From an optimization exercise on the open Yosys and OpenROAD flow, aimed at small area and a short achievable clock period; shortcuts taken in it are not production practice.
Function was checked by simulation only, so behaviour that the tests miss may differ from the original.
No activity file was given, so power comes from the tool's default toggle rates.

Setup of oak:
// sigmoid9slices
module sigmoid9slices (
    input wire clk,
    input wire rst_n,
    input wire signed [15:0] x0_in,
    input wire signed [15:0] x1_in,
    input wire valid_in,
    output reg signed [15:0] y0_out,
    output reg signed [15:0] y1_out,
    output reg valid_out
);
Size: roughly 760 cells after synthesis, ~110 flip-flops, roughly 68 I/O pins, roughly 6900 um2 of cells after synthesis.
export LEC_CHECK = 0
export CAP_MARGIN = 20
export CORE_MARGIN = 2
export CORE_UTILIZATION = 70
export SETUP_SLACK_MARGIN = 5
export SLEW_MARGIN = 20
create_clock -name core_clock -period 8.0 [get_ports {clk}]
standard.sh (not shown) runs the stock make flow with config.mk's settings and CLKGATE_MAP_FILE= SYNTH_SCRIPT=/design/flow/synth_recipe.tcl, a recipe that flattens the netlist after the stock synthesis.
==> flow/flow/run.sh <==
#!/bin/bash
# Standard layout, with plain buffers (instead of delay cells) on the ports, and the
# timing repair aimed at a setup slack of 5.6 ns.
set -e
export BUFFER_PORTS_ARGS="-buffer_cell sky130_fd_sc_hd__buf_2"
bash standard.sh finish SETUP_SLACK_MARGIN=5.6 > standard.log 2>&1
#### Input delta (pine over oak)
==> flow/flow/run.sh <==
#!/bin/bash
# Standard layout, with plain buffers (instead of delay cells) on the ports, and the
# timing repair aimed at a setup slack of 5.0 ns.
set -e
export BUFFER_PORTS_ARGS="-buffer_cell sky130_fd_sc_hd__buf_2"
bash standard.sh finish SETUP_SLACK_MARGIN=5.0 > standard.log 2>&1
diff --git a/flow/config.mk b/flow/config.mk
--- a/flow/config.mk
+++ b/flow/config.mk
@@ -7,0 +8 @@
+export ABC_AREA = 1
[summary]
- Relative to oak, wire length of the first global-routing pass has increased by 8.6% in pine.
- Count of clock buffers in the final design, pine and oak: smaller value in pine
- [pine vs oak] overall die area: higher in pine
- Measured against each other, pine and oak differ in die width, the lower figure coming from oak.
- pine reports a higher power than oak does.

== run 1 ==
sigmoid9slices, a different RTL version from the one above (not shown whole).
Size in the first run: ~850 cells after synthesis, ~110 flip-flops, about 68 I/O pins.
Design sigmoid9slices, start of the top module:
module sigmoid9slices (
    input wire clk,
    input wire rst_n,
    input wire signed [15:0] x0_in,
    input wire signed [15:0] x1_in,
    input wire valid_in,
    output reg signed [15:0] y0_out,
    output reg signed [15:0] y1_out,
    output reg valid_out
);
export LEC_CHECK = 0
export ABC_AREA = 1
export CAP_MARGIN = 20
export CORE_MARGIN = 2
export CORE_UTILIZATION = 60
export SETUP_SLACK_MARGIN = 5
export SLEW_MARGIN = 20
export TNS_END_PERCENT = 0
create_clock -name core_clock -period 8.0 [get_ports {clk}]
==> flow/flow/run.sh <==
#!/bin/bash
# Standard layout, with plain buffers (instead of delay cells) on the ports, and the
# timing repair aimed at a setup slack of 5.6 ns. The make output goes to standard.log,
# each ORFS step's full log to orfs/logs/.
set -e
export BUFFER_PORTS_ARGS="-buffer_cell sky130_fd_sc_hd__buf_2"
bash standard.sh finish SETUP_SLACK_MARGIN=5.6 > standard.log 2>&1
Modified inputs, run 2 compared to run 1
--- a/flow/flow/run.sh
+++ b/flow/flow/run.sh
@@ -3 +3 @@
-# timing repair aimed at a setup slack of 5.6 ns. The make output goes to standard.log,
+# timing repair aimed at a setup slack of 5.5 ns. The make output goes to standard.log,
@@ -7 +7 @@
-bash standard.sh finish SETUP_SLACK_MARGIN=5.6 > standard.log 2>&1
+bash standard.sh finish SETUP_SLACK_MARGIN=5.5 > standard.log 2>&1
Results
Compared run 2 vs run 1, and via-per-instance ratio is down in run 2. Looking at run 1 and run 2, the wire length reported by the detailed router is a wash. Sort run 1 and run 2 by final period utilization, ascending, and run 1 comes first.
The following lists how run 3 was set up differently from run 2:
# run 2
export LEC_CHECK = 0
export ABC_AREA = 1
export CAP_MARGIN = 20
export CORE_MARGIN = 2
export CORE_UTILIZATION = 60
export SETUP_SLACK_MARGIN = 5
export SLEW_MARGIN = 20
export TNS_END_PERCENT = 0
create_clock -name core_clock -period 8.0 [get_ports {clk}]
# run 3
export LEC_CHECK = 0
export ABC_AREA = 1
export CAP_MARGIN = 20
export CORE_MARGIN = 2
export CORE_UTILIZATION = 70
export SETUP_SLACK_MARGIN = 5
export SLEW_MARGIN = 20
create_clock -name core_clock -period 8.0 [get_ports {clk}]
--- a/flow/flow/run.sh
+++ b/flow/flow/run.sh
@@ -3 +3 @@
-# timing repair aimed at a setup slack of 5.5 ns. The make output goes to standard.log,
+# timing repair aimed at a setup slack of 5.6 ns. The make output goes to standard.log,
@@ -7 +7 @@
-bash standard.sh finish SETUP_SLACK_MARGIN=5.5 > standard.log 2>&1
+bash standard.sh finish SETUP_SLACK_MARGIN=5.6 > standard.log 2>&1
### Flow results
Summary of run 3 over run 2: relative contribution of combinational cells to total power climbed 4.8 points; routed wire length rose 15%; floorplan row count moved down.
Edits applied to the flow inputs when going from run 3 to run 4:
# run 3
export LEC_CHECK = 0
export ABC_AREA = 1
export CAP_MARGIN = 20
export CORE_MARGIN = 2
export CORE_UTILIZATION = 70
export SETUP_SLACK_MARGIN = 5
export SLEW_MARGIN = 20
create_clock -name core_clock -period 8.0 [get_ports {clk}]
# run 4
export LEC_CHECK = 0
export ABC_AREA = 1
export CAP_MARGIN = 20
export CORE_MARGIN = 2
export CORE_UTILIZATION = 70
export SETUP_SLACK_MARGIN = 5
export SLEW_MARGIN = 20
export TNS_END_PERCENT = 0
create_clock -name core_clock -period 8.0 [get_ports {clk}]
--- a/flow/flow/run.sh
+++ b/flow/flow/run.sh
@@ -6 +6 @@
-export BUFFER_PORTS_ARGS="-buffer_cell sky130_fd_sc_hd__buf_2"
+export BUFFER_PORTS_ARGS="-buffer_cell sky130_fd_sc_hd__buf_1"
Findings:
- Run 4 closes out successfully: all stages finished, all timing, DRC and antenna checks passed.
- From run 3 to run 4 the numbers moved as follows: iteration-0 DRC count of the detailed router down 7, antenna diode count went up, final total power -0.11 mW, multi-input combinational cell area went down about 1.5%.
- [run 4] final cycle utilization of the critical path fell 0.34 points relative to run 3
- On run 4: count of clock-buffer cells in the layout is 2 higher than what run 3 gave.
- Run 3 was larger in final cell area than run 4.
- Delta (run 4 minus run 3): shortest clock period the worst path allows after layout lower, peak supply drop moved up.

## port drivers added, routing unchanged
How much do the figures lean on ideal ports? The routed layouts below were timed once more, with nothing changed but the port constraints. Step 1 (the two cells are an assumption about what drives the block):
set clk [get_ports {clk}]
set_driving_cell -lib_cell sky130_fd_sc_hd__clkbuf_16 $clk
set_driving_cell -lib_cell sky130_fd_sc_hd__buf_2 [delete_from_list [all_inputs] $clk]
Step 2 also shifts input and output timing later by t, the mid clock arrival at the registers, as if the neighbouring blocks saw the same clock. a / b / c = ideal ports / drivers / drivers and shift; a / b = the first two.
run | shift t [ns] | slack for setup (ns) | worst hold slack (ns) | worst setup path at the end | worst slew at a driven data input, ns
oak | 0.429 | 5.162 / 5.162 / 5.008 | 0.395 / 0.395 / 0.395 | input to register | 0.06
pine | 0.415 | 5.164 / 5.164 / 5.164 | 0.376 / 0.376 / 0.376 | register to register | 0.03
run 1 | 0.388 | 5.562 / 5.522 / 5.383 | 0.360 / 0.360 / 0.360 | input to register | 0.03
run 2 | 0.387 | 5.502 / 5.502 / 5.379 | 0.360 / 0.360 / 0.360 | input to register | 0.03
run 3 | 0.436 | 5.478 / 5.441 / 5.381 | 0.384 / 0.384 / 0.384 | input to register | 0.03
run 4 | 0.423 | 5.506 / 5.469 / 5.301 | 0.369 / 0.369 / 0.369 | input to register | 0.03
After both steps every run listed still meets setup and hold. The setup slack of run 4, which loses most, moves by -0.037 ns with the drivers and by -0.205 ns with both steps.
